What follows belongs to an exercise in optimizing a design on an open flow for small area, a short achievable clock period and few clock cycles; a production flow would make more cautious choices. RTL that was checked went through simulation tests only; none was proved equivalent to the original.

== run A ==
Design drygascon128, start of the top module:
module drygascon128(
    input wire clk,
    input wire clk_en,
    input wire rst,
    input wire [31:0] din,
    input wire [3:0] ds,
    input wire wr_i,
    input wire wr_c,
    input wire wr_x,
    input wire [3:0] rounds,
    input wire start,
    input wire rd_r,
    input wire rd_c,
    output reg [31:0] dout,
    output reg idle
    );
reg [319:0] c;
reg [127:0] x;
reg [127:0] r;
reg mx;         
reg [3:0] cnt;  
reg rsel;       
wire last_mix = (cnt == 4'd13);
wire mw_en = mx & ~last_mix;        
wire [9:0] d = r[9:0];
wire [319:0] mw;
genvar k;
generate for (k = 0; k < 5; k = k + 1) begin : g_mix
    assign mw[64*k+:32] = mw_en ? x[d[2*k+:2]*32+:32] : 32'd0;
    assign mw[64*k+32+:32] = 32'd0;
end endgenerate
wire [319:0] core_out;
gascon5_round u_round(.din(c), .round(mx ? 4'd0 : cnt), .out(core_out));
wire [127:0] acc = core_out[127:0] ^ {core_out[159:128], core_out[255:160]};
wire go = ~idle | (start & ~mx);    
wire keep = ~idle & ~mx;            
always @(posedge clk) begin
    if (clk_en) begin
        if (go)
            c <= core_out ^ mw;
        else if (wr_c | rd_c)
            c <= {wr_c ? din : c[31:0], c[319:32]};
        else if (start)
            c <= c ^ mw;
        if (wr_x)
            x <= {din, x[127:32]};
        if (go | start) begin
  ...
Size: roughly 5100 cells after synthesis, about 580 flip-flops.
==> flow/config.mk <==
export PLATFORM = sky130hd
export DESIGN_NAME = drygascon128
export DESIGN_NICKNAME = drygascon128
export VERILOG_FILES = /design/flow/design.v
export SDC_FILE = /design/flow/constraint.sdc
export NUM_CORES = 4
export LEC_CHECK = 0
export CAP_MARGIN = 20
export CORE_MARGIN = 2
export CORE_UTILIZATION = 40
export SETUP_SLACK_MARGIN = 3
export SLEW_MARGIN = 20
==> flow/constraint.sdc <==
create_clock -name core_clock -period 7.5 [get_ports {clk}]
set_input_delay 1.5000 -clock core_clock [delete_from_list [all_inputs] [get_ports {clk}]]
set_output_delay 1.5000 -clock core_clock [all_outputs]
set_load 0.01 [all_outputs]
run.sh (not shown) runs the stock make flow with config.mk's settings and CLKGATE_MAP_FILE= SYNTH_SCRIPT=/design/flow/synth_recipe.tcl, a recipe that flattens the netlist after the stock synthesis.
Having completed the whole flow, run A delivered a layout that passed the timing, DRC and antenna checks.
Testbench counts of run A, summed over its fixed seeds: cycles 61,126.
Input-level comparison between run B and run A:
- swapping 3 for 4 in SETUP_SLACK_MARGIN
- swapping 40 for 60 in CORE_UTILIZATION
Findings:
Run B | status: complete | timing, DRC, antenna: pass. Cell area in run B is 240 µm² below run A. Going from run A to run B, standard cell core area shrinks by about 33%. Delta (run B minus run A): weighted congestion at the end of routability-driven global placement +about 8%, global routing met3 resource utilization +12 points. For the final wirelength, run B came in 6.8% lower than run A did. Run B vs. run A: count of cells resized by post-cts repair went up by 48. Initial antenna violation count: run B < run A.
Relative to run B, the following input files were edited for run C:
- CORE_UTILIZATION: 60 -> 40
[summary]
Summary of run C over run B: final-layout worst hold slack now sits lower, ratio of final minimum period to clock period now sits lower.
Routed length on met2 in run C is 14% higher than in run B
Run C ended up with a higher clock-buffer cell count than run B did.
Run C has aggregate routed wire length above what run B had.
Diff run B -> run C: share of the final layout cell area in multi-input gates has decreased; fraction of layout cells with a size suffix above 1 has increased; number of instances in the placed design has increased; worst setup skew after layout has increased.
Comparing run B against run C, there is no change at all in area after synthesis.


Another version of the RTL of drygascon128 (not shown whole).
Size in the first run: roughly 82 I/O pins, about 52000 sq um of cells after synthesis.
## drygascon128
module drygascon128(
    input wire clk,
    input wire clk_en,
    input wire rst,
    input wire [31:0] din,
    input wire [3:0] ds,
    input wire wr_i,
    input wire wr_c,
    input wire wr_x,
    input wire [3:0] rounds,
    input wire start,
    input wire rd_r,
    input wire rd_c,
    output reg [31:0] dout,
    output reg idle
    );
reg [319:0] c;
reg [127:0] x;
reg [127:0] r;
reg mx;         
reg [3:0] cnt;  
wire last_mix = (cnt == 4'd13);
wire mw_en = mx & ~last_mix;        
wire [9:0] d = r[9:0];
wire [319:0] mw;
genvar k;
generate for (k = 0; k < 5; k = k + 1) begin : g_mix
    assign mw[64*k+:32] = mw_en ? x[d[2*k+:2]*32+:32] : 32'd0;
    assign mw[64*k+32+:32] = 32'd0;
end endgenerate
wire [319:0] core_out;
gascon5_round u_round(.din(c), .round(mx ? 4'd0 : cnt), .out(core_out));
wire [127:0] acc = core_out[127:0] ^ {core_out[159:128], core_out[255:160]};
wire go = ~idle | (start & ~mx);    
wire keep = ~idle & ~mx;            
always @(posedge clk) begin
    if (clk_en) begin
        if (go)
            c <= core_out ^ mw;
        else if (wr_c | rd_c)
            c <= {wr_c ? din : c[31:0], c[319:32]};
        else if (start)
            c <= c ^ mw;
        if (wr_x)
            x <= {din, x[127:32]};
        if (go | start) begin
            if (mw_en)
                r <= {idle ? {6'd0, ds} : 10'd0, r[127:10]};
            else
  ...
Settings: LEC_CHECK=0, CAP_MARGIN=20, CORE_MARGIN=2, CORE_UTILIZATION=40, PLACE_DENSITY=0.8, SETUP_SLACK_MARGIN=4.5, SLEW_MARGIN=20; clock period 7.5 ns.
Testbench counts at the start, summed over its fixed seeds: cycles 61,126.
Change:
--- a/flow/config.mk
+++ b/flow/config.mk
@@ -8 +8 @@
-export CAP_MARGIN = 20
+export CAP_MARGIN = 0
@@ -11 +10,0 @@
-export PLACE_DENSITY = 0.8
@@ -13 +12 @@
-export SLEW_MARGIN = 20
+export SLEW_MARGIN = 0
The changed run went through all stages and came out clean; utilization came out higher by 0.19 points; routed wire length is higher by a few percent; via count came out lower by a few percent; sequential share of layout area decreases by 0.12 points; global-route usage increases by 0.95 points; register-to-register slack is better by 0.17 ns; die area does not change; final area went up slightly; fmax rises by a few percent.
Change:
--- a/flow/config.mk
+++ b/flow/config.mk
@@ -8 +8 @@
-export CAP_MARGIN = 0
+export CAP_MARGIN = 20
@@ -10,0 +11,2 @@
+export CTS_BUF_LIST = sky130_fd_sc_hd__clkbuf_8
+export CTS_CLUSTER_SIZE = 20
@@ -12 +14 @@
-export SLEW_MARGIN = 0
+export SLEW_MARGIN = 20
Outcome:
- die area does not change
- setup slack degrades by 0.12 ns
Change:
--- a/flow/config.mk
+++ b/flow/config.mk
@@ -11,2 +10,0 @@
-export CTS_BUF_LIST = sky130_fd_sc_hd__clkbuf_8
-export CTS_CLUSTER_SIZE = 20
- The new run produced a clean layout
- sequential share of layout area goes down by 0.33 points
- area after synthesis stays the same
- global-route usage grows by 0.14 points
- cell count went down by 1.0%
- wire length rises by 0.77%
- cell area rose by 1.1%
- die area stays the same
- setup slack is better by 0.092 ns
- non-clock buffer count rose by 7


Another version of the RTL of drygascon128 (not shown whole).
For scale: about 5,000 cells after synthesis, about 610 flip-flops.
// drygascon128
module drygascon128(
    input wire clk,
    input wire clk_en,
    input wire rst,
    input wire [31:0] din,
    input wire [3:0] ds,
    input wire wr_i,
    input wire wr_c,
    input wire wr_x,
    input wire [3:0] rounds,
    input wire start,
    input wire rd_r,
    input wire rd_c,
    output reg [31:0] dout,
    output reg idle
    );
reg [319:0] c;
reg [127:0] x;
reg [127:0] r;
reg mx;         
reg [3:0] cnt;  
wire last_mix = (cnt == 4'd13);
wire mw_en = mx & ~last_mix & (~idle | start);  
wire [9:0] d = r[9:0];
wire [319:0] mw;
genvar k;
generate for (k = 0; k < 5; k = k + 1) begin : g_mix
    assign mw[64*k+:32] = mw_en ? x[d[2*k+:2]*32+:32] : 32'd0;
    assign mw[64*k+32+:32] = 32'd0;
end endgenerate
wire [319:0] core_out;
gascon5_round u_round(.din(c), .round(mx ? 4'd0 : cnt), .out(core_out));
wire [127:0] acc = core_out[127:0] ^ {core_out[159:128], core_out[255:160]};
wire go = ~idle | (start & ~mx);    
wire keep = ~idle & ~mx;            
always @(posedge clk) begin
    if (clk_en) begin
        if (go | wr_c | rd_c | start)
            c <= (go ? core_out : (wr_c | rd_c) ? {wr_c ? din : c[31:0], c[319:32]} : c) ^ mw;
        if (wr_x)
            x <= {din, x[127:32]};
        if (go | start) begin
            if (mx & ~last_mix)
                r <= {idle ? {6'd0, ds} : 10'd0, r[127:10]};
            else
                r <= (keep ? r : 128'd0) ^ acc;
        end else if (wr_i | rd_r)
            r <= {wr_i ? din : r[31:0], r[127:32]};
        dout <= rd_c ? c[31:0] : r[31:0];
    end
end
always @(posedge clk) begin
    if (clk_en) begin
  ...
Settings: LEC_CHECK=0, CAP_MARGIN=20, CORE_MARGIN=2, CORE_UTILIZATION=40, SETUP_SLACK_MARGIN=4.25, SLEW_MARGIN=20; clock period 7.5 ns.
Testbench counts at the start, summed over its fixed seeds: cycles 61,126.
Change:
--- a/flow/config.mk
+++ b/flow/config.mk
@@ -11 +11 @@
-export SETUP_SLACK_MARGIN = 4.25
+export SETUP_SLACK_MARGIN = 4.5
Clock skew goes up by 0.012 ns.
Wire length goes up slightly.
Cell area goes up by a few percent.
Via count goes up slightly.
Worst setup slack gains 0.25 ns.
Area after synthesis does not change.
Clock-buffer cell count goes down by 11.
Non-clock buffer count goes up by 33.
Change:
--- a/flow/config.mk
+++ b/flow/config.mk
@@ -11 +11 @@
-export SETUP_SLACK_MARGIN = 4.5
+export SETUP_SLACK_MARGIN = 4.75
Cell count climbs by 4.3%.
Synthesized area stays the same.
Design area grows by about 9%.
Via count goes up by 4.6%.
Fmax rose by 8.3%.
Clock-buffer cell count goes up by 11.
Sequential cell count is unchanged.
Routed wire length climbs by about 9%.


== run a ==
The RTL this note starts from:
==> flow/design.v <==
`timescale 1ns / 1ps
`default_nettype none
module gascon5_round(
    input wire [320-1:0] din,
    input wire [4-1:0] round,
    output wire [320-1:0] out
    );
wire [63:0] a0 = din[0*64+:64] ^ din[4*64+:64];
wire [63:0] a1 = din[1*64+:64];
wire [63:0] a2 = din[2*64+:64] ^ din[1*64+:64] ^ {56'd0, ~round, round};
wire [63:0] a3 = din[3*64+:64];
wire [63:0] a4 = din[4*64+:64] ^ din[3*64+:64];
wire [63:0] b0 = a0 ^ (~a1 & a2);
wire [63:0] b1 = a1 ^ (~a2 & a3);
wire [63:0] b2 = a2 ^ (~a3 & a4);
wire [63:0] b3 = a3 ^ (~a4 & a0);
wire [63:0] b4 = a4 ^ (~a0 & a1);
wire [63:0] s0 = b0 ^ b4;
wire [63:0] s1 = b1 ^ b0;
wire [63:0] s2 = ~b2;
wire [63:0] s3 = b3 ^ b2;
wire [63:0] s4 = b4;
function [63:0] birotr;
    input [63:0] v;
    input integer s;
    reg [31:0] i0, i1;
    integer s2, s3;
    begin
        i0 = v[31:0];
        i1 = v[63:32];
        s2 = s / 2;
        s3 = (s2 + 1) % 32;
        if (s % 2 == 1)
            birotr = {(i0 >> s3) | (i0 << ((32 - s3) % 32)), (i1 >> s2) | (i1 << ((32 - s2) % 32))};
        else
            birotr = {(i1 >> s2) | (i1 << ((32 - s2) % 32)), (i0 >> s2) | (i0 << ((32 - s2) % 32))};
    end
endfunction
assign out[0*64+:64] = s0 ^ birotr(s0, 19) ^ birotr(s0, 28);
assign out[1*64+:64] = s1 ^ birotr(s1, 61) ^ birotr(s1, 38);
assign out[2*64+:64] = s2 ^ birotr(s2,  1) ^ birotr(s2,  6);
assign out[3*64+:64] = s3 ^ birotr(s3, 10) ^ birotr(s3, 17);
assign out[4*64+:64] = s4 ^ birotr(s4,  7) ^ birotr(s4, 40);
endmodule
module drygascon128(
    input wire clk,
    input wire clk_en,
    input wire rst,
    input wire [31:0] din,
    input wire [3:0] ds,
    input wire wr_i,
    input wire wr_c,
    input wire wr_x,
    input wire [3:0] rounds,
    input wire start,
    input wire rd_r,
    input wire rd_c,
    output reg [31:0] dout,
    output reg idle
    );
reg [319:0] c;
reg [127:0] x;
reg [127:0] r;
reg mx;         
reg [3:0] cnt;  
reg rsel;       
wire [9:0] d = r[9:0];
wire [319:0] core_in;
genvar k;
generate for (k = 0; k < 5; k = k + 1) begin : g_mix
    wire [31:0] xw = x[d[2*k+:2]*32+:32];
    assign core_in[64*k+:32] = c[64*k+:32] ^ (mx ? xw : 32'd0);
    assign core_in[64*k+32+:32] = c[64*k+32+:32];
end endgenerate
wire [319:0] core_out;
gascon5_round u_round(.din(core_in), .round(mx ? 4'd0 : cnt), .out(core_out));
wire [127:0] acc = core_out[127:0] ^ {core_out[159:128], core_out[255:160]};
wire go = start | ~idle;            
wire last_mix = (cnt == 4'd13);
wire shift_i = mx & ~last_mix;      
wire keep = ~idle & ~mx;            
always @(posedge clk) begin
    if (clk_en) begin
        if (go)
            c <= core_out;
        else if (wr_c | rd_c)
            c <= {wr_c ? din : c[31:0], c[319:32]};
        if (wr_x)
            x <= {din, x[127:32]};
        if (go) begin
            if (shift_i)
                r <= {idle ? {6'd0, ds} : 10'd0, r[127:10]};
            else
                r <= (keep ? r : 128'd0) ^ acc;
        end else if (wr_i | rd_r)
            r <= {wr_i ? din : r[31:0], r[127:32]};
        if (rd_c | rd_r)
            rsel <= rd_r;
    end
end
always @(posedge clk) begin
    if (clk_en) begin
        if (rst) begin
            idle <= 1'b1;
            mx <= 1'b0;
            cnt <= 4'd0;
        end else if (idle) begin
            if (wr_i)
                mx <= 1'b1;
            if (start && (mx || rounds != 4'd1)) begin
                idle <= 1'b0;
                cnt <= 4'd1;
            end
        end else if (mx) begin
            if (last_mix) begin
                mx <= 1'b0;
                cnt <= 4'd1;
            end else
                cnt <= cnt + 4'd1;
        end else if (cnt == rounds - 4'd1) begin
            idle <= 1'b1;
            cnt <= 4'd0;
        end else
            cnt <= cnt + 4'd1;
    end
end
always @* dout = rsel ? r[127:96] : c[319:288];
endmodule
`default_nettype wire
export LEC_CHECK = 0
export ABC_CLOCK_PERIOD_IN_PS = 3500
export CAP_MARGIN = 20
export CORE_MARGIN = 2
export CORE_UTILIZATION = 40
export SETUP_SLACK_MARGIN = 4.0
export SLEW_MARGIN = 20
create_clock -name core_clock -period 7.5 [get_ports {clk}]
Run a has completed all stages; timing, DRC and antenna checks passed.
#### Input delta (run b over run a)
Settings: a deleted ABC_CLOCK_PERIOD_IN_PS that had been 3500; a deleted SETUP_SLACK_MARGIN that had been 4.0.
- Relative to run a, run b degrades setup slack.
- Total detailed-routing wirelength delta for run b relative to run a: about 16% lower
- Maximum frequency was lower in run b than in run a.
- Sort run b and run a by global-route usage, descending, and run a comes first.
- Of run b and run a, the run reporting the lower non-clock buffer count was run b.
- | final critical-path share of the clock period | higher: run b |
Function was not checked in any run of this note: the RTL went through the layout flow alone.


drygascon128, a different RTL version from the one above (not shown whole).
Size: ~610 flip-flops, about 49000 sq um of cells after synthesis.
clock: 7.5 ns
lec_check: 0
cap_margin: 20
core_margin: 2
core_utilization: 40
setup_slack_margin: 4.25
slew_margin: 20
standard.sh (not shown) runs the stock make flow with config.mk's settings and CLKGATE_MAP_FILE= SYNTH_SCRIPT=/design/flow/synth_recipe.tcl, a recipe that flattens the netlist after the stock synthesis.
==> flow/flow/run.sh <==
#!/bin/bash
# The standard layout (standard.sh: the ORFS flow with its standard synthesis), with
# plain buffers (buf_4) on the ports instead of the delay cells buffer_ports picks, and with
# the resizer free to change a cell's footprint when it sizes it.
set -euo pipefail
bash standard.sh 'BUFFER_PORTS_ARGS=-buffer_cell sky130_fd_sc_hd__buf_4' MATCH_CELL_FOOTPRINT=0 finish > make_finish.log 2>&1
Change:
==> flow/run.sh (new file) <==
#!/bin/bash
# synth_recipe.tcl (not shown) runs the flow's synth.tcl, then flattens the netlist and writes it again
# the make line also repeats each setting of config.mk as NAME=value (left out here)
make -C /OpenROAD-flow-scripts/flow DESIGN_CONFIG=/design/flow/config.mk WORK_HOME=/design/flow/orfs CLKGATE_MAP_FILE= SYNTH_SCRIPT=/design/flow/synth_recipe.tcl finish
SETUP_SLACK_MARGIN = 4.5   (was 4.25)
removed: flow/flow/run.sh
removed: flow/standard.sh
Result: Setup slack improved by 0.31 ns. Area after synthesis does not change. Final area rises by 4.6%.
Change:
==> flow/flow/run.sh (new file) <==
#!/bin/bash
# The standard layout (standard.sh: the ORFS flow with its standard synthesis), with
# plain buffers (buf_4) on the ports instead of the delay cells buffer_ports picks, and with
# the resizer free to change a cell's footprint when it sizes it.
set -euo pipefail
bash standard.sh 'BUFFER_PORTS_ARGS=-buffer_cell sky130_fd_sc_hd__buf_4' MATCH_CELL_FOOTPRINT=0 finish > make_finish.log 2>&1
==> flow/standard.sh (new file) <==
#!/bin/bash
# synth_recipe.tcl (not shown) runs the flow's synth.tcl, then flattens the netlist and writes it again
# the make line also repeats each setting of config.mk as NAME=value (left out here)
make -C /OpenROAD-flow-scripts/flow DESIGN_CONFIG=/design/flow/config.mk WORK_HOME=/design/flow/orfs CLKGATE_MAP_FILE= SYNTH_SCRIPT=/design/flow/synth_recipe.tcl "${@:-finish}"
removed: flow/run.sh
=> Setup slack improves by 0.065 ns. Global-route usage came out higher by 0.25 points. Design area fell by 1.1%. Clock skew climbs by 0.0061 ns. Die area stays the same. Area after synthesis stays the same. Register-to-register slack gains 0.06 ns. Routed wire length is lower by 0.57%. Fmax went up by 2.1%. Hold slack is better by 0.0066 ns.
No functional check of the RTL was part of any run of this note.

[static timing again, ports no longer ideal]
How much do the figures lean on ideal ports? The routed layouts below were timed once more, with nothing changed but the port constraints.
Step 1 (the two cells are an assumption about what drives the block):
set clk [get_ports {clk}]
set_driving_cell -lib_cell sky130_fd_sc_hd__clkbuf_16 $clk
set_driving_cell -lib_cell sky130_fd_sc_hd__buf_2 [delete_from_list [all_inputs] $clk]
Step 2, shift: input delay + t, output delay - t, t = (earliest + latest rising clock arrival at the registers) / 2. This alone moves slack from input paths to output paths.
Three values: ideal ports, drivers, drivers and shift; two values: the first two.
run | t, ns | setup WS [ns] | worst setup path after step 2
run A of note 1 | 0.781 | 3.044 / 2.964 / 3.033 | input to register
run B of note 1 | 0.724 | 3.714 / 3.641 / 3.305 | input to register
run C of note 1 | 0.789 | 3.874 / 3.795 / 3.247 | input to register
the first run of note 2 | 0.799 | 4.262 / 4.262 / 3.710 | input to register
the second run of note 2 | 0.799 | 4.431 / 4.431 / 3.700 | input to register
the third run of note 2 | 0.987 | 4.308 / 4.328 / 3.387 | input to register
the fourth run of note 2 | 0.789 | 4.401 / 4.410 / 3.670 | input to register
the first run of note 3 | 0.776 | 4.159 / 4.168 / 3.430 | input to register
the second run of note 3 | 0.780 | 4.410 / 4.410 / 3.727 | input to register
the third run of note 3 | 0.788 | 4.647 / 4.630 / 3.995 | input to register
run a of note 4 | 0.797 | 3.653 / 3.653 / 3.200 | input to register
run b of note 4 | 0.784 | 1.909 / 1.909 / 1.909 | register to register
the first run of note 5 | 0.802 | 4.043 / 4.043 / 3.454 | input to register
the second run of note 5 | 0.766 | 4.349 / 4.349 / 3.677 | input to register
the third run of note 5 | 0.789 | 4.414 / 4.414 / 3.678 | input to register
After both steps every run listed still meets setup and hold. The setup slack of the third run of note 2, which loses most, moves by +0.020 ns with the drivers and by -0.921 ns with both steps.
